Background: an optimization exercise with open tools, aiming at a short achievable clock period and few clock cycles. Do not read the settings as production practice.
Only simulation tests tie the RTL to the original design; equivalence was not proved.
Power figures rest on the tool's default switching activity, not on a simulated workload.

### flow/run.sh
#!/bin/bash
# synth_recipe.tcl (not shown) runs the flow's synth.tcl, then flattens the netlist and writes it again
# the make line also repeats each setting of config.mk as NAME=value (left out here)
make -C /OpenROAD-flow-scripts/flow DESIGN_CONFIG=/design/flow/config.mk WORK_HOME=/design/flow/orfs CLKGATE_MAP_FILE= SYNTH_SCRIPT=/design/flow/synth_recipe.tcl finish
### flow/config.mk
export PLATFORM = sky130hd
export DESIGN_NAME = mips
export DESIGN_NICKNAME = mips
export VERILOG_FILES = /design/flow/design.v
export SDC_FILE = /design/flow/constraint.sdc
export NUM_CORES = 4
export LEC_CHECK = 0
export CAP_MARGIN = 20
export CORE_MARGIN = 2
export CORE_UTILIZATION = 40
export PLACE_DENSITY = 0.6
export SLEW_MARGIN = 20
### flow/constraint.sdc
create_clock -name core_clock -period 15.0 [get_ports {clk}]
set_input_delay 3.0000 -clock core_clock [delete_from_list [all_inputs] [get_ports {clk}]]
set_output_delay 3.0000 -clock core_clock [all_outputs]
set_load 0.01 [all_outputs]
### flow/design.v
module regfile(
		input [4:0] wr_num, input [31:0] wr_data, input wr_en,
		input [4:0] rd0_num, output [31:0] rd0_data,
		input [4:0] rd1_num, output [31:0] rd1_data,
		input clk, reset);
	parameter [31:0] sp_init = 0;
	parameter [31:0] ra_init = 0;
    wire [32*32-1:0] data;
    assign data[31:0] = 32'h00000000;
    genvar i;
    generate
        for (i = 1; i < 32; i = i + 1) begin : g_reg
            reg [31:0] q;
            if (i == 29 || i == 31) begin : g_rst
                always @(posedge clk or posedge reset)
                if(reset)
                    q <= (i == 29) ? sp_init : ra_init;
                else if(wr_en && wr_num == i)
                    q <= wr_data;
            end
            else begin : g_norst
                always @(posedge clk)
                if(wr_en && wr_num == i)
                    q <= wr_data;
            end
            assign data[i*32 +: 32] = q;
        end
    endgenerate
   	assign rd0_data = data[rd0_num*32 +: 32];
   	assign rd1_data = data[rd1_num*32 +: 32];
endmodule
module mul_s1(input [31:0] a, input [31:0] b, output [159:0] rows);
    wire [31:0] p0 = b[0] ? (a << 0) : 32'd0;
    wire [31:0] p1 = b[1] ? (a << 1) : 32'd0;
    wire [31:0] p2 = b[2] ? (a << 2) : 32'd0;
    wire [31:0] p3 = b[3] ? (a << 3) : 32'd0;
    wire [31:0] p4 = b[4] ? (a << 4) : 32'd0;
    wire [31:0] p5 = b[5] ? (a << 5) : 32'd0;
    wire [31:0] p6 = b[6] ? (a << 6) : 32'd0;
    wire [31:0] p7 = b[7] ? (a << 7) : 32'd0;
    wire [31:0] p8 = b[8] ? (a << 8) : 32'd0;
    wire [31:0] p9 = b[9] ? (a << 9) : 32'd0;
    wire [31:0] p10 = b[10] ? (a << 10) : 32'd0;
    wire [31:0] p11 = b[11] ? (a << 11) : 32'd0;
    wire [31:0] p12 = b[12] ? (a << 12) : 32'd0;
    wire [31:0] p13 = b[13] ? (a << 13) : 32'd0;
    wire [31:0] p14 = b[14] ? (a << 14) : 32'd0;
    wire [31:0] p15 = b[15] ? (a << 15) : 32'd0;
    wire [31:0] p16 = b[16] ? (a << 16) : 32'd0;
    wire [31:0] p17 = b[17] ? (a << 17) : 32'd0;
    wire [31:0] p18 = b[18] ? (a << 18) : 32'd0;
    wire [31:0] p19 = b[19] ? (a << 19) : 32'd0;
    wire [31:0] p20 = b[20] ? (a << 20) : 32'd0;
    wire [31:0] p21 = b[21] ? (a << 21) : 32'd0;
    wire [31:0] p22 = b[22] ? (a << 22) : 32'd0;
    wire [31:0] p23 = b[23] ? (a << 23) : 32'd0;
    wire [31:0] p24 = b[24] ? (a << 24) : 32'd0;
    wire [31:0] p25 = b[25] ? (a << 25) : 32'd0;
    wire [31:0] p26 = b[26] ? (a << 26) : 32'd0;
    wire [31:0] p27 = b[27] ? (a << 27) : 32'd0;
    wire [31:0] p28 = b[28] ? (a << 28) : 32'd0;
    wire [31:0] p29 = b[29] ? (a << 29) : 32'd0;
    wire [31:0] p30 = b[30] ? (a << 30) : 32'd0;
    wire [31:0] p31 = b[31] ? (a << 31) : 32'd0;
    wire [31:0] s0_0 = p0 ^ p1 ^ p2;
    wire [31:0] s0_1 = ((p0 & p1) | (p0 & p2) | (p1 & p2)) << 1;
    wire [31:0] s0_2 = p3 ^ p4 ^ p5;
    wire [31:0] s0_3 = ((p3 & p4) | (p3 & p5) | (p4 & p5)) << 1;
    wire [31:0] s0_4 = p6 ^ p7 ^ p8;
    wire [31:0] s0_5 = ((p6 & p7) | (p6 & p8) | (p7 & p8)) << 1;
    wire [31:0] s0_6 = p9 ^ p10 ^ p11;
    wire [31:0] s0_7 = ((p9 & p10) | (p9 & p11) | (p10 & p11)) << 1;
    wire [31:0] s0_8 = p12 ^ p13 ^ p14;
    wire [31:0] s0_9 = ((p12 & p13) | (p12 & p14) | (p13 & p14)) << 1;
    wire [31:0] s0_10 = p15 ^ p16 ^ p17;
    wire [31:0] s0_11 = ((p15 & p16) | (p15 & p17) | (p16 & p17)) << 1;
    wire [31:0] s0_12 = p18 ^ p19 ^ p20;
    wire [31:0] s0_13 = ((p18 & p19) | (p18 & p20) | (p19 & p20)) << 1;
    wire [31:0] s0_14 = p21 ^ p22 ^ p23;
    wire [31:0] s0_15 = ((p21 & p22) | (p21 & p23) | (p22 & p23)) << 1;
    wire [31:0] s0_16 = p24 ^ p25 ^ p26;
    wire [31:0] s0_17 = ((p24 & p25) | (p24 & p26) | (p25 & p26)) << 1;
    wire [31:0] s0_18 = p27 ^ p28 ^ p29;
    wire [31:0] s0_19 = ((p27 & p28) | (p27 & p29) | (p28 & p29)) << 1;
    wire [31:0] s1_0 = s0_0 ^ s0_1 ^ s0_2;
    wire [31:0] s1_1 = ((s0_0 & s0_1) | (s0_0 & s0_2) | (s0_1 & s0_2)) << 1;
    wire [31:0] s1_2 = s0_3 ^ s0_4 ^ s0_5;
    wire [31:0] s1_3 = ((s0_3 & s0_4) | (s0_3 & s0_5) | (s0_4 & s0_5)) << 1;
    wire [31:0] s1_4 = s0_6 ^ s0_7 ^ s0_8;
    wire [31:0] s1_5 = ((s0_6 & s0_7) | (s0_6 & s0_8) | (s0_7 & s0_8)) << 1;
    wire [31:0] s1_6 = s0_9 ^ s0_10 ^ s0_11;
    wire [31:0] s1_7 = ((s0_9 & s0_10) | (s0_9 & s0_11) | (s0_10 & s0_11)) << 1;
    wire [31:0] s1_8 = s0_12 ^ s0_13 ^ s0_14;
    wire [31:0] s1_9 = ((s0_12 & s0_13) | (s0_12 & s0_14) | (s0_13 & s0_14)) << 1;
    wire [31:0] s1_10 = s0_15 ^ s0_16 ^ s0_17;
    wire [31:0] s1_11 = ((s0_15 & s0_16) | (s0_15 & s0_17) | (s0_16 & s0_17)) << 1;
    wire [31:0] s1_12 = s0_18 ^ s0_19 ^ p30;
    wire [31:0] s1_13 = ((s0_18 & s0_19) | (s0_18 & p30) | (s0_19 & p30)) << 1;
    wire [31:0] s2_0 = s1_0 ^ s1_1 ^ s1_2;
    wire [31:0] s2_1 = ((s1_0 & s1_1) | (s1_0 & s1_2) | (s1_1 & s1_2)) << 1;
    wire [31:0] s2_2 = s1_3 ^ s1_4 ^ s1_5;
    wire [31:0] s2_3 = ((s1_3 & s1_4) | (s1_3 & s1_5) | (s1_4 & s1_5)) << 1;
    wire [31:0] s2_4 = s1_6 ^ s1_7 ^ s1_8;
    wire [31:0] s2_5 = ((s1_6 & s1_7) | (s1_6 & s1_8) | (s1_7 & s1_8)) << 1;
    wire [31:0] s2_6 = s1_9 ^ s1_10 ^ s1_11;
    wire [31:0] s2_7 = ((s1_9 & s1_10) | (s1_9 & s1_11) | (s1_10 & s1_11)) << 1;
    wire [31:0] s2_8 = s1_12 ^ s1_13 ^ p31;
    wire [31:0] s2_9 = ((s1_12 & s1_13) | (s1_12 & p31) | (s1_13 & p31)) << 1;
    wire [31:0] s3_0 = s2_0 ^ s2_1 ^ s2_2;
    wire [31:0] s3_1 = ((s2_0 & s2_1) | (s2_0 & s2_2) | (s2_1 & s2_2)) << 1;
    wire [31:0] s3_2 = s2_3 ^ s2_4 ^ s2_5;
    wire [31:0] s3_3 = ((s2_3 & s2_4) | (s2_3 & s2_5) | (s2_4 & s2_5)) << 1;
    wire [31:0] s3_4 = s2_6 ^ s2_7 ^ s2_8;
    wire [31:0] s3_5 = ((s2_6 & s2_7) | (s2_6 & s2_8) | (s2_7 & s2_8)) << 1;
    wire [31:0] s4_0 = s3_0 ^ s3_1 ^ s3_2;
    wire [31:0] s4_1 = ((s3_0 & s3_1) | (s3_0 & s3_2) | (s3_1 & s3_2)) << 1;
    wire [31:0] s4_2 = s3_3 ^ s3_4 ^ s3_5;
    wire [31:0] s4_3 = ((s3_3 & s3_4) | (s3_3 & s3_5) | (s3_4 & s3_5)) << 1;
    assign rows = {s2_9, s4_3, s4_2, s4_1, s4_0};
endmodule
module mul_s2(input [159:0] rows, output [31:0] y);
    wire [31:0] r0 = rows[31:0];
    wire [31:0] r1 = rows[63:32];
    wire [31:0] r2 = rows[95:64];
    wire [31:0] r3 = rows[127:96];
    wire [31:0] r4 = rows[159:128];
    wire [31:0] t0_0 = r0 ^ r1 ^ r2;
    wire [31:0] t0_1 = ((r0 & r1) | (r0 & r2) | (r1 & r2)) << 1;
    wire [31:0] t1_0 = t0_0 ^ t0_1 ^ r3;
    wire [31:0] t1_1 = ((t0_0 & t0_1) | (t0_0 & r3) | (t0_1 & r3)) << 1;
    wire [31:0] t2_0 = t1_0 ^ t1_1 ^ r4;
    wire [31:0] t2_1 = ((t1_0 & t1_1) | (t1_0 & r4) | (t1_1 & r4)) << 1;
    assign y = t2_0 + t2_1;
endmodule
module mips(
	input clk, reset,
    output [31:0] instr_addr,
    input [31:0] instr_in,
    output [31:0] data_addr,
    input [31:0] data_in,
    output logic [31:0] data_out,
    output logic [1:0] data_access_size,
    output data_rd_wr);
	parameter [31:0] pc_init = 0;
	parameter [31:0] sp_init = 0;
	parameter [31:0] ra_init = 0;
	localparam BI = 4;                
	localparam BN = 1 << BI;
	localparam BT = 8;                
	logic [31:0] pc;
	assign instr_addr = pc;
	logic [31:0] pc_plus4;
	assign pc_plus4 = pc + 32'd4;
	logic [BN-1:0] btb_v;
	logic [BT-1:0] btb_tag [0:BN-1];
	logic [31:0] btb_tgt [0:BN-1];
	wire [BI-1:0] f_idx = pc[BI+1:2];
	wire f_hit = btb_v[f_idx] && (btb_tag[f_idx] == pc[BT+BI+1:BI+2]);
	wire [31:0] f_pred = f_hit ? btb_tgt[f_idx] : pc_plus4;
	logic i_v;
	logic [31:0] i_pc, i_pc4;
	logic d_v;
	logic [31:0] ir, d_pc, d_pc4, d_pnpc;
	logic [31:0] ras;
	wire [5:0] op = ir[31:26];
	wire [5:0] fn = ir[5:0];
	wire [4:0] rs = ir[25:21];
	wire [4:0] rt = ir[20:16];
	wire [4:0] rd = ir[15:11];
	wire [15:0] imm = ir[15:0];
	wire is_r    = (op == 6'h00);
	wire is_sll  = is_r && (fn == 6'h00);
	wire is_addu = is_r && (fn == 6'h21);
	wire is_subu = is_r && (fn == 6'h23);
	wire is_jr   = is_r && (fn == 6'h08);
	wire is_mul  = (op == 6'h1c) && (fn == 6'h02);
	wire is_addiu = (op == 6'h09);
	wire is_lui  = (op == 6'h0f);
	wire is_slti = (op == 6'h0a);
	wire is_lw   = (op == 6'h23);
	wire is_lbu  = (op == 6'h24);
	wire is_sw   = (op == 6'h2b);
	wire is_sb   = (op == 6'h28);
	wire is_j    = (op == 6'h02);
	wire is_jal  = (op == 6'h03);
	wire is_beq  = (op == 6'h04);
	wire is_bne  = (op == 6'h05);
	wire is_br   = is_beq || is_bne;
	wire is_ld   = is_lw || is_lbu;
	wire is_st   = is_sw || is_sb;
	wire [4:0] d_dst = (is_sll || is_addu || is_subu || is_mul) ? rd :
	                   (is_addiu || is_lui || is_slti || is_ld) ? rt :
	                   is_jal ? 5'd31 : 5'd0;
	wire d_wen = (d_dst != 5'd0);
	wire use_rs = is_addu || is_subu || is_mul || is_addiu || is_slti || is_ld || is_st || is_br || is_jr;
	wire use_rt = is_sll || is_addu || is_subu || is_mul || is_st || is_br;
	logic e_v;
	logic [31:0] e_a, e_b, e_imm, e_k, e_pc4, e_btgt, e_dnpc, e_pc;
	logic [4:0] e_sh, e_dst;
	logic e_faM, e_faW, e_fbM, e_fbW;
	logic e_sel_add, e_sel_sub, e_sel_shl, e_sel_slt, e_sel_k;
	logic e_use_imm, e_wen, e_ld, e_lbu, e_st, e_sb, e_mul, e_br, e_bne, e_jr, e_ptk;
	logic m_v;
	logic [31:0] m_res, m_addr, m_dout;
	logic [1:0] m_size;
	logic m_st;
	logic [4:0] m_dst;
	logic m_wen, m_ld, m_lbu, m_mul;
	logic [159:0] m_rows;
	assign data_addr = m_addr;
	assign data_out = m_dout;
	assign data_access_size = m_size;
	assign data_rd_wr = ~m_st;
	logic w_v;
	logic [31:0] w_res;
	logic [4:0] w_dst;
	logic w_wen, w_ld, w_lbu;
	wire [31:0] w_val = w_ld ? (w_lbu ? {24'b0, data_in[7:0]} : data_in) : w_res;
	wire w_we = w_v && w_wen;
	wire [31:0] rf_rs, rf_rt;
	regfile #(.sp_init(sp_init), .ra_init(ra_init)) regs(
		.wr_num(w_dst), .wr_data(w_val), .wr_en(w_we),
		.rd0_num(rs), .rd0_data(rf_rs),
		.rd1_num(rt), .rd1_data(rf_rt),
		.clk(clk), .reset(reset));
	wire [31:0] rs_val = (w_we && w_dst == rs) ? w_val : rf_rs;
	wire [31:0] rt_val = (w_we && w_dst == rt) ? w_val : rf_rt;
	wire e_wr = e_v && e_wen;
	wire m_wr = m_v && m_wen;
	wire rs_e = e_wr && (e_dst == rs);
	wire rt_e = e_wr && (e_dst == rt);
	wire rs_m = m_wr && (m_dst == rs);
	wire rt_m = m_wr && (m_dst == rt);
	wire haz_rs = use_rs && ((rs_e && (e_ld || e_mul)) || (!rs_e && rs_m && m_ld));
	wire haz_rt = use_rt && ((rt_e && (e_ld || e_mul)) || (!rt_e && rt_m && m_ld));
	wire stall = d_v && (haz_rs || haz_rt);
	wire [31:0] d_sext = {{16{imm[15]}}, imm};
	wire [31:0] d_btgt = d_pc4 + {d_sext[29:0], 2'b00};
	wire [31:0] d_jtgt = {d_pc4[31:28], ir[25:0], 2'b00};
	wire eq_pc4 = (d_pnpc == d_pc4);
	wire eq_bt = (d_pnpc == d_btgt);
	wire eq_jt = (d_pnpc == d_jtgt);
	wire eq_ras = (d_pnpc == ras);
	wire d_ptk = is_br && (imm[15] || !eq_pc4);      
	wire jr_ras = is_jr && (rs == 5'd31);
	wire d_mis = (is_j || is_jal) ? !eq_jt :
	             is_br ? (d_ptk ? !eq_bt : !eq_pc4) :
	             jr_ras ? !eq_ras :
	             is_jr ? 1'b0 : !eq_pc4;
	wire [31:0] d_npc = (is_j || is_jal) ? d_jtgt :
	                    is_br ? (d_ptk ? d_btgt : d_pc4) :
	                    jr_ras ? ras :
	                    is_jr ? d_pnpc : d_pc4;
	wire [31:0] a = e_faM ? m_res : e_faW ? w_res : e_a;
	wire [31:0] b = e_fbM ? m_res : e_fbW ? w_res : e_b;
	wire [31:0] add = a + (e_use_imm ? e_imm : b);
	wire [31:0] sub = a - b;
	wire [31:0] shl = b << e_sh;
	wire slt = (a < e_imm);
	wire [31:0] res = e_sel_add ? add : e_sel_sub ? sub : e_sel_shl ? shl :
	                  e_sel_slt ? {31'b0, slt} : e_k;
	wire taken = (a == b) ^ e_bne;
	wire redir_e = e_v && ((e_br && (taken != e_ptk)) || (e_jr && (a != e_dnpc)));
	wire [31:0] e_npc = e_jr ? a : (taken ? e_btgt : e_pc4);
	wire [159:0] mul_rows;
	mul_s1 mul1(.a(a), .b(b), .rows(mul_rows));
	wire [31:0] mul_y;
	mul_s2 mul2(.rows(m_rows), .y(mul_y));
	wire redir_d = d_v && !stall && d_mis;
	wire rewind = stall && i_v;
	always @(posedge clk or posedge reset) begin
		if (reset) begin
			pc <= pc_init;
			i_v <= 1'b0;
			d_v <= 1'b0;
			e_v <= 1'b0;
			m_v <= 1'b0;
			w_v <= 1'b0;
			m_st <= 1'b0;
			btb_v <= '0;
			ras <= ra_init;
		end else begin
			if (redir_e) pc <= e_npc;
			else if (rewind) pc <= i_pc;
			else if (redir_d) pc <= d_npc;
			else pc <= f_pred;
			i_v <= !(redir_e || rewind || redir_d);
			d_v <= redir_e ? 1'b0 : stall ? 1'b1 : (i_v && !redir_d);
			e_v <= d_v && !stall && !redir_e;
			m_v <= e_v;
			w_v <= m_v;
			m_st <= e_v && e_st;
			if (e_v && e_br) begin
				if (taken) btb_v[e_pc[BI+1:2]] <= 1'b1;
				else if (btb_tag[e_pc[BI+1:2]] == e_pc[BT+BI+1:BI+2]) btb_v[e_pc[BI+1:2]] <= 1'b0;
			end
			if (d_v && is_jal && !redir_e) ras <= d_pc4 + 32'd4;
		end
	end
	always @(posedge clk) begin
		if (e_v && e_br && taken) begin
			btb_tag[e_pc[BI+1:2]] <= e_pc[BT+BI+1:BI+2];
			btb_tgt[e_pc[BI+1:2]] <= e_btgt;
		end
		i_pc <= pc;
		i_pc4 <= pc_plus4;
		if (!stall) begin
			ir <= instr_in;
			d_pc <= i_pc;
			d_pc4 <= i_pc4;
			d_pnpc <= pc;
		end
		e_a <= rs_val;
		e_b <= rt_val;
		e_imm <= d_sext;
		e_k <= is_lui ? {imm, 16'b0} : (d_pc4 + 32'd4);
		e_pc <= d_pc;
		e_pc4 <= d_pc4;
		e_btgt <= d_btgt;
		e_dnpc <= d_npc;
		e_sh <= ir[10:6];
		e_dst <= d_dst;
		e_wen <= d_wen;
		e_faM <= rs_e;
		e_faW <= !rs_e && rs_m;
		e_fbM <= rt_e;
		e_fbW <= !rt_e && rt_m;
		e_sel_add <= is_addu || is_addiu || is_ld || is_st;
		e_sel_sub <= is_subu;
		e_sel_shl <= is_sll;
		e_sel_slt <= is_slti;
		e_sel_k <= is_lui || is_jal;
		e_use_imm <= !(is_addu || is_subu);
		e_ld <= is_ld;
		e_lbu <= is_lbu;
		e_st <= is_st;
		e_sb <= is_sb;
		e_mul <= is_mul;
		e_br <= is_br;
		e_bne <= is_bne;
		e_jr <= is_jr;
		e_ptk <= d_ptk;
		m_res <= res;
		m_addr <= add;
		m_dout <= b;
		m_size <= (e_lbu || e_sb) ? 2'd0 : 2'd1;
		m_dst <= e_dst;
		m_wen <= e_wen;
		m_ld <= e_ld;
		m_lbu <= e_lbu;
		m_mul <= e_mul;
		m_rows <= mul_rows;
		w_res <= m_mul ? mul_y : m_res;
		w_dst <= m_dst;
		w_wen <= m_wen;
		w_ld <= m_ld;
		w_lbu <= m_lbu;
	end
endmodule
==> reports/results.ini, run 1 <==
[power]
power_mw = 28.18
ir_worst_vdd_mv = 0.3686
power_frac_clock = 0.236
p_int_mw = 16.80
seq_power_share = 0.337
swShare = 0.4038
power_density_nw_per_um2 = 205.3
switchingPower_mw = 11.38
comb_power_share = 0.427
p_leak_nw = 49.48

[synthesis]
post-synth-top-count-cell = edfxtp_1
synth_top_area_frac = 0.4133
synth-edff-count = 1676
syn_area_per_cell_sq_um = 14.09
ys_ff_latch = 2362
ys_top_cells_by_count = 1,676 x edfxtp_1, 836 x mux4_2, 790 x nor2_1
ys.flop_type = edfxtp_1
syn_nets = 9388
netlist_area_sq_um = 121800
synth_cells = 8644
seq_area_frac_synth = 0.5323
synth_area_leaders = edfxtp_1 41%, mux4_2 15%, dfxtp_1 8.8%
yosys.area.top_type = edfxtp_1
yosys_warnings = 2
synth-async-reset-ratio = 0.06351
synthDistinctLibCells = 96

[worst_setup_path]
cp.arrival_ns = 8.05
crit_slowest_cell = or2_2
start_kind = flop
ff2ff_path_depth = 17
critPathRequiredTime_ns = 15.67
worstPathMaxFanout = 48
crit_family = buffers and inverters
criticalPathCategory = flop to flop
crit_top_cell = buf_4
timing.rr.end = pc[8]$_DFF_PP0_
critPathMaxStageDelay_ns = 0.73
worstPathCellList = buf_4 -> mux2i_1 -> o21a_1 -> buf_4 -> clkinv_1 -> ha_1 -> nand4_1 -> nor4_1 -> and3_1 -> xnor2_2 -> buf_4 -> xnor2_1 -> a22oi_1 -> nor2b_4 -> buf_4 -> or2_2 -> o221ai_1
setup.worst_path.end = pc[8]$_DFF_PP0_
timing.rr.start = e_faW$_DFF_P_
crit_path_end_kind = flop
path_buf_inv = 5
r2r_slack_ns = 7.63
cp_num_cells = 17
crit_start = e_faW$_DFF_P_

[sta]
finalHoldViolations = 0
period_minus_slack_ns = 7.375
period_share = 0.4917
finalSetupViolCount = 0
fin_skew_ns = 0.09133
maxSlewHeadroom = 0.1797
rsz0062_at_grt = no
setup_tns_ns = 0
slew_viol_final = 0
fmax_mhz = 135.6
tightest_slew_ns = 1.222

[floorplanning]
start_util = 0.4021
rows = 202
fp.dieArea_sq_um = 308800
fp.dieW_um = 555.7
core_region_area_sq_um = 302800
die_y_um = 555.7
io_pins = 165

[finish]
drive_above_1_share = 0.1880
layout.nets = 9457
area_delta_synth_final_pct = 12.76
finalNonFillerCells = 12920
final_cell_area_sq_um = 137300

[clock_tree]
clockRootBuffer = clkbuf_16
cts_tree = built
h-tree-depth = 5
cts.repair.resized = 0
path_clk_slew_ns = 0.06
postCtsHoldBufs = 0
clk_latency_ns = 0.92
cts_made_buffers = 267
cts_setup_buffers = 0
cts_num_sinks = 2362
clk_path_buf_depth = 4

[global_routing]
grt_usage = 0.2709
grt_max_degree = 138
grt_antenna_before_repair = 41
grt_pass1_vias = 78350
grt_first_pass_wirelength_um = 595300
grt_overflow = 0

[drt]
dr.pass1.iters = 6
routed_wirelength_um = 423600
via_per_inst = 6.062
ant_nets = 0
drt-wirelength-per-cell_um = 32.79
drc = 0
num_vias = 78320
first_iter_violations = 10110

[flow_run]
cap_violations = 0

[run_status]
status = complete, no violations

[placement]
placed_area_sq_um = 128400
portBuffers = 163
gp_congestion = 0.9859
place_inst = 12420
hpwl_um = 286100

[hold_path]
hold_class = flop to flop

==> registers in the layout (all words and copies together), names as in the netlist, 86 cells and up, named ones only <==
signal,cells
regs.g.q,992
btb_tag,128
btb_tgt,512
m_rows,86
==> worst register-to-register path, cell delays in order (launching register included) <==
cell	delay (ns)
dfxtp_2	0.59
buf_4	0.50
mux2i_1	0.26
o21a_1	0.13
buf_4	0.32
clkinv_1	0.71
ha_1	0.67
nand4_1	0.12
nor4_1	0.24
and3_1	0.35
xnor2_2	0.15
buf_4	0.60
xnor2_1	0.22
a22oi_1	0.12
nor2b_4	0.67
buf_4	0.49
or2_2	0.74
o221ai_1	0.26
==> logic make-up after synthesis <==
logic type | count (synthesis) | share of synthesized area
buffers and inverters | 1082 | 0.03449
adder cells (fa/ha/maj) | 678 | 0.09538
multiplexers | 1199 | 0.1855
flip-flops | 2362 | 0.5323
XOR/XNOR | 419 | 0.03103
AO/OA/AOI/OAI | 1189 | 0.05920
AND/OR/NAND/NOR | 1714 | 0.06211
other | 1 | 0.00003080
==> cell type report <==
class	count	area (sq um)
fillers	26470	165500
diodes	20	50.05
flip-flops and latches	2362	64840
clock buffers	352	7425
multi-input cells	5200	53320
well taps	3978	4977
repair buffers	380	3373
clock inverters	125	1433
inverters	502	1892
==> routing by layer <==
metal,vias to the layer above,GRT usage,part of all wire
met5,-,0,0.00027
met4,18,0.1288,0.054
met3,890,0.05036,0.089
met2,4209,0.4205,0.46
met1,40940,0.3683,0.40
li1,32270,-,-
==> cell usage in the layout (no fill, tap or decap), types with 58 or more instances in the layout <==
master / instances
nor2_1: 743
xor2_1: 124
nand2b_1: 80
edfxtp_1: 1676
o211ai_1: 69
ha_1: 261
clkdlybuf4s50_1: 163
a21oi_1: 465
mux2i_1: 265
nand2_1: 463
inv_1: 487
mux2_2: 97
nand3_1: 58
clkbuf_16: 278
dfxtp_1: 529
o21ai_0: 251
o21a_1: 60
dfrtp_1: 146
fa_1: 417
nand4_1: 70
xnor2_1: 284
mux4_2: 836
buf_4: 208
==> per-stage QoR <==
stage / worst slack, ns / utilization / hold WS [ns]
after floorplan: 7.964 / - / 0.3096
after global placement: 7.993 / 0.4239 / 0.3215
after detailed placement: 7.867 / 0.4240 / 0.3254
after CTS: 7.788 / 0.4533 / 0.3286
after global routing: 7.485 / 0.4533 / 0.3450
final: 7.625 / 0.4535 / 0.3285
==> worst min-delay path by stage <==
stage	slack, ns	start	cells past startpoint	end
finish	0.33	d_pc[3]$_DFFE_PP_	0	e_pc[3]$_DFF_P_
CTS	0.33	d_pc[3]$_DFFE_PP_	0	e_pc[3]$_DFF_P_
floorplan	0.31	m_lbu$_DFF_P_	0	w_lbu$_DFF_P_
detailed placement	0.33	m_lbu$_DFF_P_	0	w_lbu$_DFF_P_
global placement	0.32	m_lbu$_DFF_P_	0	w_lbu$_DFF_P_
global route	0.34	d_pc[5]$_DFFE_PP_	0	e_pc[5]$_DFF_P_
==> power groups by stage <==
stage / clock [mW] / sequential [mW] / combinational, mW
2_1_floorplan: 0 / 8.91 / 7.14
3_3_place_gp: 0 / 9.59 / 11.9
3_5_place_dp: 0 / 9.62 / 12.0
4_1_cts: 6.74 / 9.49 / 12.1
5_1_grt: 6.97 / 9.58 / 13.2
6_report: 6.65 / 9.51 / 12.0
Testbench counts, summed over its fixed seeds: cycles 181,283.
==> inputs of run 2 (changes only) <==
==> flow/flow/run.sh (new file) <==
#!/bin/bash
set -euo pipefail
bash standard.sh SETUP_SLACK_MARGIN=10.5 finish > standard_flow.log 2>&1
==> flow/standard.sh (new file) <==
#!/bin/bash
# synth_recipe.tcl (not shown) runs the flow's synth.tcl, then flattens the netlist and writes it again
# the make line also repeats each setting of config.mk as NAME=value (left out here)
make -C /OpenROAD-flow-scripts/flow DESIGN_CONFIG=/design/flow/config.mk WORK_HOME=/design/flow/orfs CLKGATE_MAP_FILE= SYNTH_SCRIPT=/design/flow/synth_recipe.tcl "${@:-finish}"
removed: flow/run.sh
==> run 2 against run 1 <==
Compared with the run above: power up 5.0%; final cell count grew 3.3%; first-iteration DRC count up 7.9%; setup slack improved by 2.7 ns; final area increased by 5.7%; via count grew 4.7%; synthesized cell count unchanged; maximum frequency up 58%; clock-buffer cell count up 4; critical path type unchanged; critical endpoint is now w_res[31]$_DFF_P_; largest power group unchanged.
==> reports/results.ini, run 2 <==
[synthesis]
syn_nets = 9388  ; unchanged
synth_area_leaders = edfxtp_1 41%, mux4_2 15%, dfxtp_1 8.8%  ; unchanged
synth_xor_area_frac = 0.03103  ; unchanged
yosys.area.top_type = edfxtp_1  ; unchanged
yosys-mux-area-fraction = 0.1855  ; unchanged
ys_top_cells_by_count = 1,676 x edfxtp_1, 836 x mux4_2, 790 x nor2_1  ; unchanged
seq_area_frac_synth = 0.5323  ; unchanged
ys.flop_type = edfxtp_1  ; unchanged
syn_area_per_cell_sq_um = 14.09  ; unchanged
synth_compound_area_frac = 0.05920  ; unchanged
synth-async-reset-ratio = 0.06351  ; unchanged
post-synth-top-count-cell = edfxtp_1  ; unchanged
synth-edff-count = 1676  ; unchanged
synth_top_family_by_area = multiplexers  ; unchanged
synthDistinctLibCells = 96  ; unchanged
yosys_warnings = 2  ; unchanged
synth_top_area_frac = 0.4133  ; unchanged
synth-adder-area-share = 0.09538  ; unchanged
netlist_area_sq_um = 121800  ; unchanged
synth_cells = 8644  ; unchanged
ys_ff_latch = 2362  ; unchanged
synth_simple_gate_area_frac = 0.06211  ; unchanged

[power]
power_mw = 29.59  ; was 28.18 mW
ir_worst_vdd_mv = 0.5546  ; was 0.3686 mV
power_density_nw_per_um2 = 203.9  ; was 205.3 nW/um^2
p_leak_nw = 52.62  ; was 49.48 nW

[clock_tree]
cts_made_buffers = 264  ; was 267
clockRootBuffer = clkbuf_16  ; unchanged
cts_num_sinks = 2362  ; unchanged
h-tree-depth = 5  ; unchanged
postCtsHoldBufs = 0  ; unchanged
clk_path_buf_depth = 4  ; unchanged
cts_tree = built  ; unchanged
path_clk_slew_ns = 0.06  ; about the same
clk_latency_ns = 0.90  ; was 0.92 ns

[hold_path]
hold_class = flop to flop  ; unchanged
min_from = m_lbu$_DFF_P_  ; was d_pc[3]$_DFFE_PP_
whs_endpoint = w_lbu$_DFF_P_  ; was e_pc[3]$_DFF_P_
whs_path_depth = 0  ; unchanged

[finish]
largest-register = regs.g.q  ; unchanged
layout.nets = 9887  ; was 9,457
drive_above_1_share = 0.2743  ; was 0.1880
final_cell_area_sq_um = 145100  ; was 137,300 sq um
area_delta_synth_final_pct = 19.20  ; was 12.76%
final_common_cell = edfxtp_1  ; unchanged
largest_reg_flops = 992  ; unchanged
mostFrequentLayoutCells = 1,676 x edfxtp_1, 836 x mux4_2, 730 x nor2_1  ; was 1,676 x edfxtp_1, 836 x mux4_2, 743 x nor2_1

[placement]
gp_congestion = 0.9833  ; was 0.9859
placed_area_sq_um = 128700  ; was 128,400 sq um
portBuffers = 163  ; unchanged
hpwl_um = 289700  ; was 286,100 um
place_ws_ns = 8.437  ; was 7.867 ns

[global_routing]
grt_usage = 0.2846  ; was 0.2709
grt_overflow = 0  ; unchanged
grt_pass1_vias = 80740  ; was 78,350
grt_max_degree = 127  ; was 138
grt_antenna_before_repair = 42  ; was 41
grt_first_pass_wirelength_um = 621000  ; was 595,300 um

[worst_setup_path]
crit_start = m_rows[41]$_DFF_P_  ; was e_faW$_DFF_P_
r2r_slack_ns = 10.32  ; was 7.63 ns
crit_path_end_kind = flop  ; unchanged
critPathRequiredTime_ns = 15.78  ; was 15.67 ns
criticalPathCategory = flop to flop  ; unchanged
timing.rr.start = m_rows[41]$_DFF_P_  ; was e_faW$_DFF_P_
worstPathMaxFanout = 3  ; was 48
start_kind = flop  ; unchanged
timing.rr.end = w_res[31]$_DFF_P_  ; was pc[8]$_DFF_PP0_
cp.arrival_ns = 5.46  ; was 8.05 ns
ff2ff_path_depth = 18  ; was 17

[drt]
routed_wirelength_um = 453800  ; was 423,600 um
dr.pass1.iters = 7  ; was 6
num_vias = 81980  ; was 78,320
drc = 0  ; unchanged
via_per_inst = 6.142  ; was 6.062
first_iter_violations = 10910  ; was 10,110
ant_nets = 0  ; unchanged
drt-wirelength-per-cell_um = 34.00  ; was 32.79 um

[floorplanning]
fp.dieArea_sq_um = 308800  ; unchanged
rows = 202  ; unchanged
die_y_um = 555.7  ; unchanged
fp.dieW_um = 555.7  ; unchanged
start_util = 0.4021  ; unchanged
io_pins = 165  ; unchanged
core_region_area_sq_um = 302800  ; unchanged

[sta]
period_minus_slack_ns = 4.677  ; was 7.375 ns
post-route-worst-setup-slack_ns = 10.32  ; was 7.625 ns
rsz0062_at_grt = yes  ; was no
slew_viol_final = 0  ; unchanged
fmax_mhz = 213.8  ; was 135.6 MHz
setup_tns_ns = 0  ; unchanged
tightest_slew_ns = 1.260  ; was 1.222 ns
fin_skew_ns = 0.04765  ; was 0.09133 ns
maxSlewHeadroom = 0.1509  ; was 0.1797
finalSetupViolCount = 0  ; unchanged
period_share = 0.3118  ; was 0.4917
finalHoldViolations = 0  ; unchanged

[run_status]
status = complete, no violations  ; unchanged

[flow_run]
cap_violations = 0  ; unchanged

[run 2: final cells by class]
type	count	area [sq um]
antenna	14	35.03
timing repair buffer	809	9268
sequential	2362	64940
timing repair inverter	3	22.52
fill	25870	157600
clock buffer	356	7194
multi-input combinational	5201	55220
inverter	502	2034
clock inverter	122	1449
tap	3978	4977
[run 2: routing by layer]
metal  share of wire  wire length [um]  vias to the layer above  track usage
met5         0.00034               153                        -            0
met4           0.068             30650                       22       0.1555
met3           0.098             44520                     1114      0.05657
met2            0.45            205600                     4971       0.4387
met1            0.38            172900                    42710       0.3790
li1                -                 -                    33160            -
[run 2: through the flow]
step | utilization | hold slack [ns] | std cells
CTS | 0.4690 | 0.3256 | 13180
floorplan | - | 0.3096 | 8644
global placement | 0.4246 | 0.3226 | 12440
finish | 0.4794 | 0.3237 | 13350
detailed placement | 0.4249 | 0.3147 | 12440
global route | 0.4793 | 0.3280 | 13340
[run 2: logic make-up (layout without fill, tap and decap cells)]
group | after synthesis | in the layout
compound gates | 1189 | 1189
xor+xnor | 419 | 419
fa+ha+maj | 678 | 678
buf+inv | 1082 | 1792
flops | 2362 | 2362
mux | 1199 | 1199
other cells | 1 | 15
simple gates | 1714 | 1715
[run 2: worst max-delay path by stage]
stage,to,depth (start not counted)
6_report,w_res[31]$_DFF_P_,18
5_1_grt,m_rows[31]$_DFF_P_,21
4_1_cts,m_rows[31]$_DFF_P_,20
3_5_place_dp,ras[0]$_DFFE_PP0P_,18
3_3_place_gp,ras[3]$_DFFE_PP0P_,18
2_1_floorplan,asynchronous set/reset pin,1
[run 2: what timing repair did]
| item | 4_1_cts | 5_1_grt |
|---|---|---|
| hold endpoints to repair | 0 | 0 |
| buffers inserted | 226 | 125 |
| gates cloned | 31 | 31 |
| endpoints found under the setup margin | 1046 | 868 |
| resized for setup | 832 | 372 |
| pin swaps | 89 | 206 |
[run 2: report_power, final]
group	internal, mW	switching, mW
combinational	5.34	8.29
sequential	8.39	1.02
clock	3.80	2.76
[run 2: critical path, stage by stage, from the launching register on]
cell and delay (ns):
dfxtp_2 0.32, ha_4 0.24, ha_4 0.27, ha_4 0.19, ha_4 0.16, fa_2 0.37
a21o_1 0.20, a21oi_2 0.18, o21bai_2 0.12, a2111o_1 0.48, a31oi_4 0.28, o21ai_2 0.07
o211ai_1 0.21, o21ai_2 0.13, or4_4 0.52, a31oi_4 0.28, xnor2_2 0.13, buf_6 0.17
mux2_4 0.26
==> inputs of run 3 (changes only) <==
--- a/flow/design.v
+++ b/flow/design.v
@@ -144,24 +144,23 @@
 	parameter [31:0] pc_init = 0;
 	parameter [31:0] sp_init = 0;
 	parameter [31:0] ra_init = 0;
-	localparam BI = 4;                
+	localparam BI = 3;                
 	localparam BN = 1 << BI;
-	localparam BT = 8;                
+	localparam BT = 6;                
+	localparam BW = 14;               
 	logic [31:0] pc;
 	assign instr_addr = pc;
-	logic [31:0] pc_plus4;
-	assign pc_plus4 = pc + 32'd4;
+	wire [31:0] pc_plus4 = pc + 32'd4;
 	logic [BN-1:0] btb_v;
 	logic [BT-1:0] btb_tag [0:BN-1];
-	logic [31:0] btb_tgt [0:BN-1];
+	logic [BW-1:0] btb_tgt [0:BN-1];
 	wire [BI-1:0] f_idx = pc[BI+1:2];
 	wire f_hit = btb_v[f_idx] && (btb_tag[f_idx] == pc[BT+BI+1:BI+2]);
-	wire [31:0] f_pred = f_hit ? btb_tgt[f_idx] : pc_plus4;
-	logic i_v;
-	logic [31:0] i_pc, i_pc4;
-	logic d_v;
-	logic [31:0] ir, d_pc, d_pc4, d_pnpc;
+	wire [31:0] f_pred = f_hit ? {pc[31:BW+2], btb_tgt[f_idx], pc[1:0]} : pc_plus4;
+	logic id_v, id_ptk, hold_v;
+	logic [31:0] id_pc, id_pc4, hold_ir;
 	logic [31:0] ras;
+	wire [31:0] ir = hold_v ? hold_ir : instr_in;
 	wire [5:0] op = ir[31:26];
 	wire [5:0] fn = ir[5:0];
 	wire [4:0] rs = ir[25:21];
@@ -186,20 +185,21 @@
 	wire is_beq  = (op == 6'h04);
 	wire is_bne  = (op == 6'h05);
 	wire is_br   = is_beq || is_bne;
+	wire is_jmp  = is_j || is_jal;
 	wire is_ld   = is_lw || is_lbu;
 	wire is_st   = is_sw || is_sb;
-	wire [4:0] d_dst = (is_sll || is_addu || is_subu || is_mul) ? rd :
-	                   (is_addiu || is_lui || is_slti || is_ld) ? rt :
-	                   is_jal ? 5'd31 : 5'd0;
-	wire d_wen = (d_dst != 5'd0);
+	wire [4:0] id_dst = (is_sll || is_addu || is_subu || is_mul) ? rd :
+	                    (is_addiu || is_lui || is_slti || is_ld) ? rt :
+	                    is_jal ? 5'd31 : 5'd0;
+	wire id_wen = (id_dst != 5'd0);
 	wire use_rs = is_addu || is_subu || is_mul || is_addiu || is_slti || is_ld || is_st || is_br || is_jr;
 	wire use_rt = is_sll || is_addu || is_subu || is_mul || is_st || is_br;
 	logic e_v;
-	logic [31:0] e_a, e_b, e_imm, e_k, e_pc4, e_btgt, e_dnpc, e_pc;
+	logic [31:0] e_a, e_b, e_imm, e_k, e_pc, e_pc4, e_jt, e_pnpc;
 	logic [4:0] e_sh, e_dst;
-	logic e_faM, e_faW, e_fbM, e_fbW;
-	logic e_sel_add, e_sel_sub, e_sel_shl, e_sel_slt, e_sel_k;
-	logic e_use_imm, e_wen, e_ld, e_lbu, e_st, e_sb, e_mul, e_br, e_bne, e_jr, e_ptk;
+	logic e_faM, e_faW, e_fbM, e_fbW, e_addop;
+	logic e_sel_add, e_sel_sub, e_sel_shl, e_sel_slt;
+	logic e_use_imm, e_wen, e_ld, e_lbu, e_st, e_sb, e_mul, e_br, e_bne, e_jmp, e_jr;
 	logic m_v;
 	logic [31:0] m_res, m_addr, m_dout;
 	logic [1:0] m_size;
@@ -233,24 +233,14 @@
 	wire rt_m = m_wr && (m_dst == rt);
 	wire haz_rs = use_rs && ((rs_e && (e_ld || e_mul)) || (!rs_e && rs_m && m_ld));
 	wire haz_rt = use_rt && ((rt_e && (e_ld || e_mul)) || (!rt_e && rt_m && m_ld));
-	wire stall = d_v && (haz_rs || haz_rt);
-	wire [31:0] d_sext = {{16{imm[15]}}, imm};
-	wire [31:0] d_btgt = d_pc4 + {d_sext[29:0], 2'b00};
-	wire [31:0] d_jtgt = {d_pc4[31:28], ir[25:0], 2'b00};
-	wire eq_pc4 = (d_pnpc == d_pc4);
-	wire eq_bt = (d_pnpc == d_btgt);
-	wire eq_jt = (d_pnpc == d_jtgt);
-	wire eq_ras = (d_pnpc == ras);
-	wire d_ptk = is_br && (imm[15] || !eq_pc4);      
+	wire stall = id_v && (haz_rs || haz_rt);
+	wire [31:0] id_sext = {{16{imm[15]}}, imm};
+	wire [31:0] id_jtgt = {id_pc4[31:28], ir[25:0], 2'b00};
 	wire jr_ras = is_jr && (rs == 5'd31);
-	wire d_mis = (is_j || is_jal) ? !eq_jt :
-	             is_br ? (d_ptk ? !eq_bt : !eq_pc4) :
-	             jr_ras ? !eq_ras :
-	             is_jr ? 1'b0 : !eq_pc4;
-	wire [31:0] d_npc = (is_j || is_jal) ? d_jtgt :
-	                    is_br ? (d_ptk ? d_btgt : d_pc4) :
-	                    jr_ras ? ras :
-	                    is_jr ? d_pnpc : d_pc4;
+	wire jr_e = is_jr && rs_e && e_addop;
+	wire br_nt = is_br && (rt == 5'd0) && rs_e && e_addop && (e_addz == is_bne);
+	wire redir_id = id_v && !stall && (id_ptk ? br_nt : (is_jmp || jr_e || jr_ras));
+	wire [31:0] id_tgt = id_ptk ? id_pc4 : jr_e ? add_nl : jr_ras ? ras : id_jtgt;
 	wire [31:0] a = e_faM ? m_res : e_faW ? w_res : e_a;
 	wire [31:0] b = e_fbM ? m_res : e_fbW ? w_res : e_b;
 	wire [31:0] add = a + (e_use_imm ? e_imm : b);
@@ -259,20 +249,25 @@
 	wire slt = (a < e_imm);
 	wire [31:0] res = e_sel_add ? add : e_sel_sub ? sub : e_sel_shl ? shl :
 	                  e_sel_slt ? {31'b0, slt} : e_k;
-	wire taken = (a == b) ^ e_bne;
-	wire redir_e = e_v && ((e_br && (taken != e_ptk)) || (e_jr && (a != e_dnpc)));
-	wire [31:0] e_npc = e_jr ? a : (taken ? e_btgt : e_pc4);
+	wire [31:0] nb = e_use_imm ? e_imm : b;
+	wire [31:0] add_nl = a + nb;
+	wire e_addz = ((a ^ nb) == {a[30:0] | nb[30:0], 1'b0});
+	wire [31:0] e_tgt = e_br ? (e_pc4 + {e_imm[29:0], 2'b00}) : e_jt;
+	wire taken = e_jmp || (e_br && ((a == b) ^ e_bne));
+	wire eq_tgt = (e_pnpc == e_tgt);
+	wire eq_pc4 = (e_pnpc == e_pc4);
+	wire redir_e = e_v && (e_jr ? (a != e_pnpc) : taken ? !eq_tgt : !eq_pc4);
+	wire [31:0] e_npc = e_jr ? a : (taken ? e_tgt : e_pc4);
 	wire [159:0] mul_rows;
 	mul_s1 mul1(.a(a), .b(b), .rows(mul_rows));
 	wire [31:0] mul_y;
 	mul_s2 mul2(.rows(m_rows), .y(mul_y));
-	wire redir_d = d_v && !stall && d_mis;
-	wire rewind = stall && i_v;
+	wire [BI-1:0] e_idx = e_pc[BI+1:2];
 	always @(posedge clk or posedge reset) begin
 		if (reset) begin
 			pc <= pc_init;
-			i_v <= 1'b0;
-			d_v <= 1'b0;
+			id_v <= 1'b0;
+			hold_v <= 1'b0;
 			e_v <= 1'b0;
 			m_v <= 1'b0;
 			w_v <= 1'b0;
@@ -281,55 +276,54 @@
 			ras <= ra_init;
 		end else begin
 			if (redir_e) pc <= e_npc;
-			else if (rewind) pc <= i_pc;
-			else if (redir_d) pc <= d_npc;
+			else if (stall) pc <= pc;
+			else if (redir_id) pc <= id_tgt;
 			else pc <= f_pred;
-			i_v <= !(redir_e || rewind || redir_d);
-			d_v <= redir_e ? 1'b0 : stall ? 1'b1 : (i_v && !redir_d);
-			e_v <= d_v && !stall && !redir_e;
+			id_v <= redir_e ? 1'b0 : stall ? 1'b1 : !redir_id;
+			hold_v <= stall && !redir_e;
+			e_v <= id_v && !stall && !redir_e;
 			m_v <= e_v;
 			w_v <= m_v;
 			m_st <= e_v && e_st;
-			if (e_v && e_br) begin
-				if (taken) btb_v[e_pc[BI+1:2]] <= 1'b1;
-				else if (btb_tag[e_pc[BI+1:2]] == e_pc[BT+BI+1:BI+2]) btb_v[e_pc[BI+1:2]] <= 1'b0;
+			if (e_v && (e_br || e_jmp)) begin
+				if (taken) btb_v[e_idx] <= 1'b1;
+				else if (btb_tag[e_idx] == e_pc[BT+BI+1:BI+2]) btb_v[e_idx] <= 1'b0;
 			end
-			if (d_v && is_jal && !redir_e) ras <= d_pc4 + 32'd4;
+			if (id_v && is_jal) ras <= id_pc4 + 32'd4;
 		end
 	end
 	always @(posedge clk) begin
-		if (e_v && e_br && taken) begin
-			btb_tag[e_pc[BI+1:2]] <= e_pc[BT+BI+1:BI+2];
-			btb_tgt[e_pc[BI+1:2]] <= e_btgt;
+		if (e_v && (e_br || e_jmp) && taken) begin
+			btb_tag[e_idx] <= e_pc[BT+BI+1:BI+2];
+			btb_tgt[e_idx] <= e_tgt[BW+1:2];
 		end
-		i_pc <= pc;
-		i_pc4 <= pc_plus4;
-		if (!stall) begin
-			ir <= instr_in;
-			d_pc <= i_pc;
-			d_pc4 <= i_pc4;
-			d_pnpc <= pc;
+		if (stall)
+			hold_ir <= ir;
+		else begin
+			id_pc <= pc;
+			id_pc4 <= pc_plus4;
+			id_ptk <= f_hit;
 		end
 		e_a <= rs_val;
 		e_b <= rt_val;
-		e_imm <= d_sext;
-		e_k <= is_lui ? {imm, 16'b0} : (d_pc4 + 32'd4);
-		e_pc <= d_pc;
-		e_pc4 <= d_pc4;
-		e_btgt <= d_btgt;
-		e_dnpc <= d_npc;
+		e_imm <= id_sext;
+		e_k <= is_lui ? {imm, 16'b0} : (id_pc4 + 32'd4);
+		e_pc <= id_pc;
+		e_pc4 <= id_pc4;
+		e_jt <= id_jtgt;
+		e_pnpc <= redir_id ? id_tgt : pc;
 		e_sh <= ir[10:6];
-		e_dst <= d_dst;
-		e_wen <= d_wen;
+		e_dst <= id_dst;
+		e_wen <= id_wen;
 		e_faM <= rs_e;
 		e_faW <= !rs_e && rs_m;
 		e_fbM <= rt_e;
 		e_fbW <= !rt_e && rt_m;
+		e_addop <= is_addu || is_addiu;
 		e_sel_add <= is_addu || is_addiu || is_ld || is_st;
 		e_sel_sub <= is_subu;
 		e_sel_shl <= is_sll;
 		e_sel_slt <= is_slti;
-		e_sel_k <= is_lui || is_jal;
 		e_use_imm <= !(is_addu || is_subu);
 		e_ld <= is_ld;
 		e_lbu <= is_lbu;
@@ -338,8 +332,8 @@
 		e_mul <= is_mul;
 		e_br <= is_br;
 		e_bne <= is_bne;
+		e_jmp <= is_jmp;
 		e_jr <= is_jr;
-		e_ptk <= d_ptk;
 		m_res <= res;
 		m_addr <= add;
 		m_dout <= b;
==> run 3 against run 2 <==
Compared with the run above: global-route usage up 5.6 points; clock skew fell by 0.0099 ns; setup slack got worse by 0.46 ns; utilization grew 3.1 points; final cell count shrank 3.6%; register-to-register slack worse by 0.30 ns; critical path type is now input pin to flop; largest cell class is now multi-input combinational cells; largest power group unchanged.
==> reports/results.ini, run 3 <==
[run_status]
status = complete, no violations  ; unchanged

[clock_tree]
cts_tree = built  ; unchanged
cts_num_sinks = 1756  ; was 2,362
clk_latency_ns = 0.90  ; about the same
h-tree-depth = 4  ; was 5
cts_made_buffers = 183  ; was 264
postCtsHoldBufs = 0  ; unchanged
path_clk_slew_ns = 0.07  ; was 0.06 ns
clk_path_buf_depth = 3  ; was 4
clockRootBuffer = clkbuf_16  ; unchanged

[power]
swShare = 0.4147  ; was 0.4077
power_mw = 21.64  ; was 29.59 mW
ir_worst_vdd_mv = 0.3740  ; was 0.5546 mV
seq_power_share = 0.305  ; was 0.318
power_density_nw_per_um2 = 168.6  ; was 203.9 nW/um^2
p_int_mw = 12.67  ; was 17.53 mW
p_leak_nw = 48.34  ; was 52.62 nW
switchingPower_mw = 8.975  ; was 12.06 mW
comb_power_share = 0.471  ; was 0.461
power_frac_clock = 0.224  ; was 0.222

[synthesis]
syn_area_per_cell_sq_um = 11.77  ; was 14.09 sq um
synth-edff-count = 1162  ; was 1,676
yosys.area.top_type = edfxtp_1  ; unchanged
netlist_area_sq_um = 101300  ; was 121,800 sq um
synth_top_area_frac = 0.3445  ; was 0.4133
post-synth-top-count-cell = edfxtp_1  ; unchanged
synth-async-reset-ratio = 0.08087  ; was 0.06351
seq_area_frac_synth = 0.4690  ; was 0.5323
ys.flop_type = edfxtp_1  ; unchanged
synthDistinctLibCells = 105  ; was 96
synth_cells = 8608  ; was 8,644
ys_ff_latch = 1756  ; was 2,362
syn_nets = 9381  ; was 9,388
synth_area_leaders = edfxtp_1 34%, mux4_2 11%, dfxtp_1 8.9%  ; was edfxtp_1 41%, mux4_2 15%, dfxtp_1 8.8%
yosys_warnings = 2  ; unchanged
ys_top_cells_by_count = 1,162 x edfxtp_1, 916 x nand2_1, 904 x nor2_1  ; was 1,676 x edfxtp_1, 836 x mux4_2, 790 x nor2_1

[floorplanning]
io_pins = 165  ; unchanged
fp.dieArea_sq_um = 257200  ; was 308,800 sq um
rows = 184  ; was 202
core_region_area_sq_um = 251600  ; was 302,800 sq um
die_y_um = 507.2  ; was 555.7 um
fp.dieW_um = 507.2  ; was 555.7 um
start_util = 0.4025  ; was 0.4021

[sta]
maxSlewHeadroom = 0.07639  ; was 0.1509
setup_tns_ns = 0  ; unchanged
tightest_slew_ns = 1.371  ; was 1.260 ns
period_minus_slack_ns = 5.138  ; was 4.677 ns
period_share = 0.3425  ; was 0.3118
finalHoldViolations = 0  ; unchanged
fmax_mhz = 194.6  ; was 213.8 MHz
finalSetupViolCount = 0  ; unchanged
rsz0062_at_grt = yes  ; unchanged
slew_viol_final = 0  ; unchanged
fin_skew_ns = 0.03775  ; was 0.04765 ns

[global_routing]
grt_first_pass_wirelength_um = 616900  ; was 621,000 um
grt_antenna_before_repair = 44  ; was 42
grt_max_degree = 134  ; was 127
grt_pass1_vias = 80090  ; was 80,740
grt_usage = 0.3408  ; was 0.2846
grt_overflow = 0  ; unchanged

[worst_setup_path]
critPathMaxStageDelay_ns = 0.29  ; was 0.52 ns
crit_top_cell = buf_4  ; was ha_4
crit_slowest_cell = nand4_1  ; was or4_4
critPathRequiredTime_ns = 15.78  ; about the same
start_kind = input pin  ; was flop
cp.arrival_ns = 5.91  ; was 5.46 ns
criticalPathCategory = input pin to flop  ; was flop to flop
crit_path_end_kind = flop  ; unchanged
worstPathMaxFanout = 2  ; was 3
worstPathCellList = buf_8 -> mux2i_4 -> buf_12 -> buf_16 -> xnor2_2 -> nor4_2 -> nand4_1 -> buf_4 -> buf_4 -> buf_4 -> buf_4 -> buf_4 -> buf_4 -> buf_4 -> buf_4 -> buf_4 -> buf_4 -> buf_4 -> buf_4 -> buf_6 -> nand3_2 -> nor2_1  ; was ha_4 -> ha_4 -> ha_4 -> ha_4 -> fa_2 -> a21o_1 -> a21oi_2 -> o21bai_2 -> a2111o_1 -> a31oi_4 -> o21ai_2 -> o211ai_1 -> o21ai_2 -> or4_4 -> a31oi_4 -> xnor2_2 -> buf_6 -> mux2_4

[finish]
fill_cells = 21210  ; was 25,870
largest_reg_flops = 992  ; unchanged
mostFrequentLayoutCells = 1,162 x edfxtp_1, 869 x nand2_1, 801 x nor2_1  ; was 1,676 x edfxtp_1, 836 x mux4_2, 730 x nor2_1
multi_input_area_sq_um = 53680  ; was 55,220 sq um
finalNonFillerCells = 12860  ; was 13,350
final_common_cell = edfxtp_1  ; unchanged
layout.nets = 10110  ; was 9,887
area_delta_synth_final_pct = 26.78  ; was 19.20%
layout.area.seq_sq_um = 47570  ; was 64,940 sq um
largest-register = regs.g.q  ; unchanged
drive_above_1_share = 0.2908  ; was 0.2743

[drt]
drt-wirelength-per-cell_um = 35.45  ; was 34.00 um
ant_nets = 0  ; unchanged
dr.pass1.iters = 6  ; was 7
via_per_inst = 6.403  ; was 6.142
first_iter_violations = 12930  ; was 10,910
num_vias = 82360  ; was 81,980
routed_wirelength_um = 456000  ; was 453,800 um
drc = 0  ; unchanged

[hold_path]
hold_class = flop to flop  ; unchanged

[placement]
portBuffers = 163  ; unchanged
hpwl_um = 255900  ; was 289,700 um
gp_congestion = 1.007  ; was 0.9833
place_inst = 11770  ; was 12,440

[flow_run]
cap_violations = 0  ; unchanged

-- run 3: cell type report --
class | count | area share
antenna | 13 | 0.0002534
clock buffer | 254 | 0.04023
clock inverter | 92 | 0.009160
inverter | 581 | 0.01993
multi-input combinational | 5699 | 0.4181
sequential | 1756 | 0.3705
tap | 3348 | 0.03263
timing repair buffer | 1101 | 0.1076
timing repair inverter | 19 | 0.001627
-- run 3: through the flow --
stage	instance area (sq um)	hold WS [ns]	worst slack (ns)	utilization
2_1_floorplan	102700	0.3096	9.630	-
3_3_place_gp	107500	0.3168	6.883	0.4272
3_5_place_dp	107500	0.3193	6.918	0.4273
4_1_cts	124300	0.3412	10.11	0.4940
5_1_grt	128400	0.3473	9.816	0.5102
6_report	128400	0.3397	9.862	0.5103
-- run 3: path summary, 6_finish.rpt --
| path | from | endpoint | slack [ns] | depth (start not counted) |
|---|---|---|---|---|
| min in group asynchronous | reset | m_st$_DFF_PP0_ | 2.41 | 2 |
| setup reg to reg | e_faW$_DFF_P_ | pc[17]$_DFFE_PP0P_ | 10.02 | 20 |
| setup / recovery | instr_in[16] | e_fbW$_DFF_P_ | 9.86 | 22 |
| hold / removal | id_pc[5]$_DFFE_PN_ | e_pc[5]$_DFF_P_ | 0.34 | 0 |
| hold reg to reg | id_pc[5]$_DFFE_PN_ | e_pc[5]$_DFF_P_ | 0.34 | 0 |
| max in group asynchronous | reset | regs.g_reg[31].q[1]$_DFFE_PP0P_ | 11.21 | 3 |
-- run 3: critical path, delay by kind of cell --
kind | cells | cell delay (ns)
XOR/XNOR | 1 | 0.06
multiplexers | 1 | 0.18
AND/OR/NAND/NOR | 4 | 0.63
buffers and inverters | 16 | 2.05
-- run 3: metal layers --
layer / global-route usage / vias to the layer above / wire length [um]
met4: 0.2650 / 50 / 44120
met5: 0 / - / 323
met3: 0.1047 / 1828 / 60220
met2: 0.5117 / 6716 / 197900
li1: - / 32520 / -
met1: 0.4091 / 41240 / 153400
-- run 3: power by group through the flow --
stage	Combinational [mW]	Clock (mW)	Sequential, mW
after CTS	9.36	4.86	6.56
after global placement	8.12	0	6.68
after detailed placement	8.21	0	6.69
after global routing	10.7	5.05	6.62
final	10.2	4.85	6.60
after floorplan	5.04	0	6.37
-- run 3: kinds of logic (layout without fill, tap and decap cells) --
logic type      after synthesis  in the layout  share of synthesized area
compound gates             1431           1433                    0.09097
flops                      1756           1756                     0.4690
buf+inv                    1164           2047                    0.04476
other cells                   1             14                 0.00003703
xor+xnor                    393            393                    0.03433
mux                         804            806                     0.1441
fa+ha+maj                   707            707                     0.1183
simple gates               2352           2359                    0.09858
-- run 3: what timing repair did --
item,4_1_cts,5_1_grt
pin swaps,237,333
resized for setup,1370,526
endpoints found under the hold margin,0,0
gates cloned,92,28
setup endpoints to repair,693,569
setup buffers,463,152
Testbench counts of run 3, summed over its fixed seeds: cycles 169,266.
==> inputs of run 4 (changes only) <==
--- a/flow/design.v
+++ b/flow/design.v
@@ -157,10 +157,19 @@
 	wire [BI-1:0] f_idx = pc[BI+1:2];
 	wire f_hit = btb_v[f_idx] && (btb_tag[f_idx] == pc[BT+BI+1:BI+2]);
 	wire [31:0] f_pred = f_hit ? {pc[31:BW+2], btb_tgt[f_idx], pc[1:0]} : pc_plus4;
-	logic id_v, id_ptk, hold_v;
-	logic [31:0] id_pc, id_pc4, hold_ir;
+	logic iv, iw_ptk;                           
+	logic [31:0] iw_pc, iw_pc4, iw_pnpc;
+	logic hold_v, hold_ptk, skid_v, skid_ptk;
+	logic [31:0] hold_ir, hold_pc, hold_pc4, hold_pnpc;
+	logic [31:0] skid_ir, skid_pc, skid_pc4, skid_pnpc;
 	logic [31:0] ras;
-	wire [31:0] ir = hold_v ? hold_ir : instr_in;
+	wire [31:0] ir = hold_v ? hold_ir : skid_v ? skid_ir : instr_in;
+	wire [31:0] id_pc = hold_v ? hold_pc : skid_v ? skid_pc : iw_pc;
+	wire [31:0] id_pc4 = hold_v ? hold_pc4 : skid_v ? skid_pc4 : iw_pc4;
+	wire [31:0] id_pnpc = hold_v ? hold_pnpc : skid_v ? skid_pnpc : iw_pnpc;
+	wire id_ptk = hold_v ? hold_ptk : skid_v ? skid_ptk : iw_ptk;
+	wire id_v = hold_v || skid_v || iv;
+	wire pc_stay = hold_v && (skid_v || iv);
 	wire [5:0] op = ir[31:26];
 	wire [5:0] fn = ir[5:0];
 	wire [4:0] rs = ir[25:21];
@@ -196,6 +205,9 @@
 	wire use_rt = is_sll || is_addu || is_subu || is_mul || is_st || is_br;
 	logic e_v;
 	logic [31:0] e_a, e_b, e_imm, e_k, e_pc, e_pc4, e_jt, e_pnpc;
+	logic [15:0] e_tlo;
+	logic [13:0] e_hip1, e_him1;
+	logic e_tc;
 	logic [4:0] e_sh, e_dst;
 	logic e_faM, e_faW, e_fbM, e_fbW, e_addop;
 	logic e_sel_add, e_sel_sub, e_sel_shl, e_sel_slt;
@@ -239,7 +251,7 @@
 	wire jr_ras = is_jr && (rs == 5'd31);
 	wire jr_e = is_jr && rs_e && e_addop;
 	wire br_nt = is_br && (rt == 5'd0) && rs_e && e_addop && (e_addz == is_bne);
-	wire redir_id = id_v && !stall && (id_ptk ? br_nt : (is_jmp || jr_e || jr_ras));
+	wire redir_id = id_v && (id_ptk ? br_nt : (is_jmp || jr_e || jr_ras));
 	wire [31:0] id_tgt = id_ptk ? id_pc4 : jr_e ? add_nl : jr_ras ? ras : id_jtgt;
 	wire [31:0] a = e_faM ? m_res : e_faW ? w_res : e_a;
 	wire [31:0] b = e_fbM ? m_res : e_fbW ? w_res : e_b;
@@ -252,7 +264,8 @@
 	wire [31:0] nb = e_use_imm ? e_imm : b;
 	wire [31:0] add_nl = a + nb;
 	wire e_addz = ((a ^ nb) == {a[30:0] | nb[30:0], 1'b0});
-	wire [31:0] e_tgt = e_br ? (e_pc4 + {e_imm[29:0], 2'b00}) : e_jt;
+	wire [13:0] e_thi = (e_imm[15] ^ e_tc) ? (e_tc ? e_hip1 : e_him1) : e_pc4[31:18];
+	wire [31:0] e_tgt = e_br ? {e_thi, e_tlo, e_pc4[1:0]} : e_jt;
 	wire taken = e_jmp || (e_br && ((a == b) ^ e_bne));
 	wire eq_tgt = (e_pnpc == e_tgt);
 	wire eq_pc4 = (e_pnpc == e_pc4);
@@ -266,8 +279,9 @@
 	always @(posedge clk or posedge reset) begin
 		if (reset) begin
 			pc <= pc_init;
-			id_v <= 1'b0;
+			iv <= 1'b0;
 			hold_v <= 1'b0;
+			skid_v <= 1'b0;
 			e_v <= 1'b0;
 			m_v <= 1'b0;
 			w_v <= 1'b0;
@@ -276,11 +290,12 @@
 			ras <= ra_init;
 		end else begin
 			if (redir_e) pc <= e_npc;
-			else if (stall) pc <= pc;
 			else if (redir_id) pc <= id_tgt;
+			else if (pc_stay) pc <= pc;
 			else pc <= f_pred;
-			id_v <= redir_e ? 1'b0 : stall ? 1'b1 : !redir_id;
+			iv <= !(redir_e || redir_id);
 			hold_v <= stall && !redir_e;
+			skid_v <= !(redir_e || redir_id) && hold_v && (skid_v || iv);
 			e_v <= id_v && !stall && !redir_e;
 			m_v <= e_v;
 			w_v <= m_v;
@@ -297,12 +312,23 @@
 			btb_tag[e_idx] <= e_pc[BT+BI+1:BI+2];
 			btb_tgt[e_idx] <= e_tgt[BW+1:2];
 		end
-		if (stall)
+		iw_pc <= pc;
+		iw_pc4 <= pc_plus4;
+		iw_ptk <= f_hit;
+		iw_pnpc <= f_pred;
+		if (stall) begin
 			hold_ir <= ir;
-		else begin
-			id_pc <= pc;
-			id_pc4 <= pc_plus4;
-			id_ptk <= f_hit;
+			hold_pc <= id_pc;
+			hold_pc4 <= id_pc4;
+			hold_ptk <= id_ptk || redir_id;
+			hold_pnpc <= redir_id ? id_tgt : id_pnpc;
+		end
+		if (hold_v && !skid_v) begin
+			skid_ir <= instr_in;
+			skid_pc <= iw_pc;
+			skid_pc4 <= iw_pc4;
+			skid_ptk <= iw_ptk;
+			skid_pnpc <= iw_pnpc;
 		end
 		e_a <= rs_val;
 		e_b <= rt_val;
@@ -311,7 +337,10 @@
 		e_pc <= id_pc;
 		e_pc4 <= id_pc4;
 		e_jt <= id_jtgt;
-		e_pnpc <= redir_id ? id_tgt : pc;
+		{e_tc, e_tlo} <= {1'b0, id_pc4[17:2]} + {1'b0, imm};
+		e_hip1 <= id_pc4[31:18] + 14'd1;
+		e_him1 <= id_pc4[31:18] - 14'd1;
+		e_pnpc <= redir_id ? id_tgt : id_pnpc;
 		e_sh <= ir[10:6];
 		e_dst <= id_dst;
 		e_wen <= id_wen;
==> run 4 against run 3 <==
Compared with the run above: power rose by 6.9%; flip-flop and latch count rose by 253; routed wire length rose by 9.7%; combinational power barely moved; global-route usage rose by 0.44 points; first-iteration DRC count rose by 4.1%; die area rose by 8.4%; non-clock buffer count rose by 134; via count rose by 8.2%; setup slack improved by 0.13 ns; largest cell class unchanged; clock-buffer cell count rose by 34; highest routed layer unchanged; area after synthesis rose by 8.5%.
==> reports/results.ini, run 4 <==
[run_status]
status = complete, no violations  ; unchanged

[sta]
setup_tns_ns = 0  ; unchanged
rsz0062_at_grt = yes  ; unchanged
tightest_slew_ns = 1.322  ; was 1.371 ns
finalHoldViolations = 0  ; unchanged
period_minus_slack_ns = 5.007  ; was 5.138 ns
slew_viol_final = 0  ; unchanged

[global_routing]
grt_pass1_vias = 86850  ; was 80,090
grt_usage = 0.3452  ; was 0.3408

[worst_setup_path]
critPathRequiredTime_ns = 15.62  ; was 15.78 ns
r2r_slack_ns = 10.00  ; was 10.02 ns

[clock_tree]
h-tree-depth = 4  ; unchanged
path_clk_slew_ns = 0.07  ; about the same
clk_latency_ns = 0.93  ; was 0.90 ns
cts_num_sinks = 2009  ; was 1,756
clockRootBuffer = clkbuf_16  ; unchanged
cts_tree = built  ; unchanged
clk_path_buf_depth = 4  ; was 3

[finish]
final_cell_area_sq_um = 141400  ; was 128,400 sq um
largest_reg_flops = 992  ; unchanged
finalNonFillerCells = 13930  ; was 12,860

[placement]
gp_congestion = 1.008  ; was 1.007
place_ws_ns = 6.894  ; was 6.918 ns

[synthesis]
synth-edff-count = 1298  ; was 1,162
ys.flop_type = edfxtp_1  ; unchanged
ys_ff_latch = 2009  ; was 1,756
synth_area_leaders = edfxtp_1 35%, mux4_2 11%, dfxtp_1 10%  ; was edfxtp_1 34%, mux4_2 11%, dfxtp_1 8.9%
synthDistinctLibCells = 103  ; was 105

[drt]
drc = 0  ; unchanged
num_vias = 89090  ; was 82,360
via_per_inst = 6.396  ; was 6.403

[hold_path]
whs_path_depth = 0  ; unchanged

[power]
ir_worst_vdd_mv = 0.2772  ; was 0.3740 mV

[floorplanning]
core_region_area_sq_um = 273400  ; was 251,600 sq um

run 4: cell types whose count changed after synthesis, sizes merged, moves of 37 or more:
cell,previous run,this run
nand3,163,271
edfxtp,1162,1298
a211oi,115,71
inv,563,627
mux2,79,116
dfxtp,452,568
o21a,99,138
nand2,916,1156
nor2,906,744
o21ai,193,295
run 4: cell families after synthesis:
kind of cell,count (synthesis),synth area share
adders and majority gates,697,0.1079
DFF,2009,0.4908
and+or+nand+nor,2524,0.09747
AOI/OAI and AO/OA,1483,0.08589
muxes,880,0.1414
other,1,0.00003413
xor gates and xnor gates,405,0.03241
buffers and inverters,1237,0.04413
run 4: metal layers:
metal	track usage	up-vias	routed length [um]
met3	0.09841	2360	63640
met4	0.2872	32	54410
met1	0.4062	44290	165200
met5	0	-	218
met2	0.5240	7373	216800
li1	-	35040	-
run 4: layout make-up:
class / count / area (sq um) / area share
Multi-Input combinational cell: 5996 / 56210 / 0.3975
Sequential cell: 2009 / 54000 / 0.3819
Timing Repair Buffer: 1235 / 16280 / 0.1152
Clock buffer: 288 / 5989 / 0.04236
Tap cell: 3589 / 4491 / 0.03176
Inverter: 645 / 2775 / 0.01963
Clock inverter: 107 / 1051 / 0.007433
Timing Repair inverter: 29 / 538.0 / 0.003805
Antenna cell: 30 / 75.07 / 0.0005309
run 4: worst max path at each step:
stage / slack [ns] / start / end
floorplan: 8.54 / instr_in[26] / hold_ir[0]$_DFFE_PP_
global placement: 6.88 / instr_in[21] / e_a[1]$_DFF_P_
detailed placement: 6.89 / instr_in[21] / e_a[4]$_DFF_P_
CTS: 10.10 / e_fbW$_DFF_P_ / m_rows[31]$_DFF_P_
global route: 9.92 / instr_in[24] / pc[27]$_DFFE_PP0P_
finish: 9.99 / instr_in[23] / hold_pc4[22]$_DFFE_PP_
run 4: worst max-delay path: stages:
cell and delay (ns):
buf_6 0.09, mux2_4 0.30, a211o_1 0.27, a22oi_2 0.19, nand2_2 0.11, nor4b_4 0.44, nor4_2 0.09, a22o_1 0.26
a21oi_2 0.25, nor2_4 0.09, buf_6 0.12, buf_6 0.11, buf_12 0.14, buf_16 0.15
run 4: power by group:
group	internal, mW	switching (mW)	total, mW	leakage (nW)
sequential	6.90	0.576	7.48	18.1
clock	3.06	2.34	5.41	3.44
combinational	3.94	6.31	10.3	31.7
total	13.9	9.23	23.1	53.2
run 4: timing repair:
| item | in CTS | in global routing |
|---|---|---|
| endpoints found under the setup margin | 787 | 555 |
| pin swaps | 267 | 299 |
| gates cloned | 144 | 29 |
| resized for setup | 1596 | 572 |
| buffers inserted | 515 | 168 |
Testbench counts of run 4, summed over its fixed seeds: cycles 169,266.

Re-timed with assumed drivers on the ports (clkbuf_16 on the clock, buf_2 on other inputs), run 4 has 9.997 ns of setup slack against 9.994 ns with ideal ports, and 9.075 ns once port delays also move by the mid clock arrival of 0.978 ns.
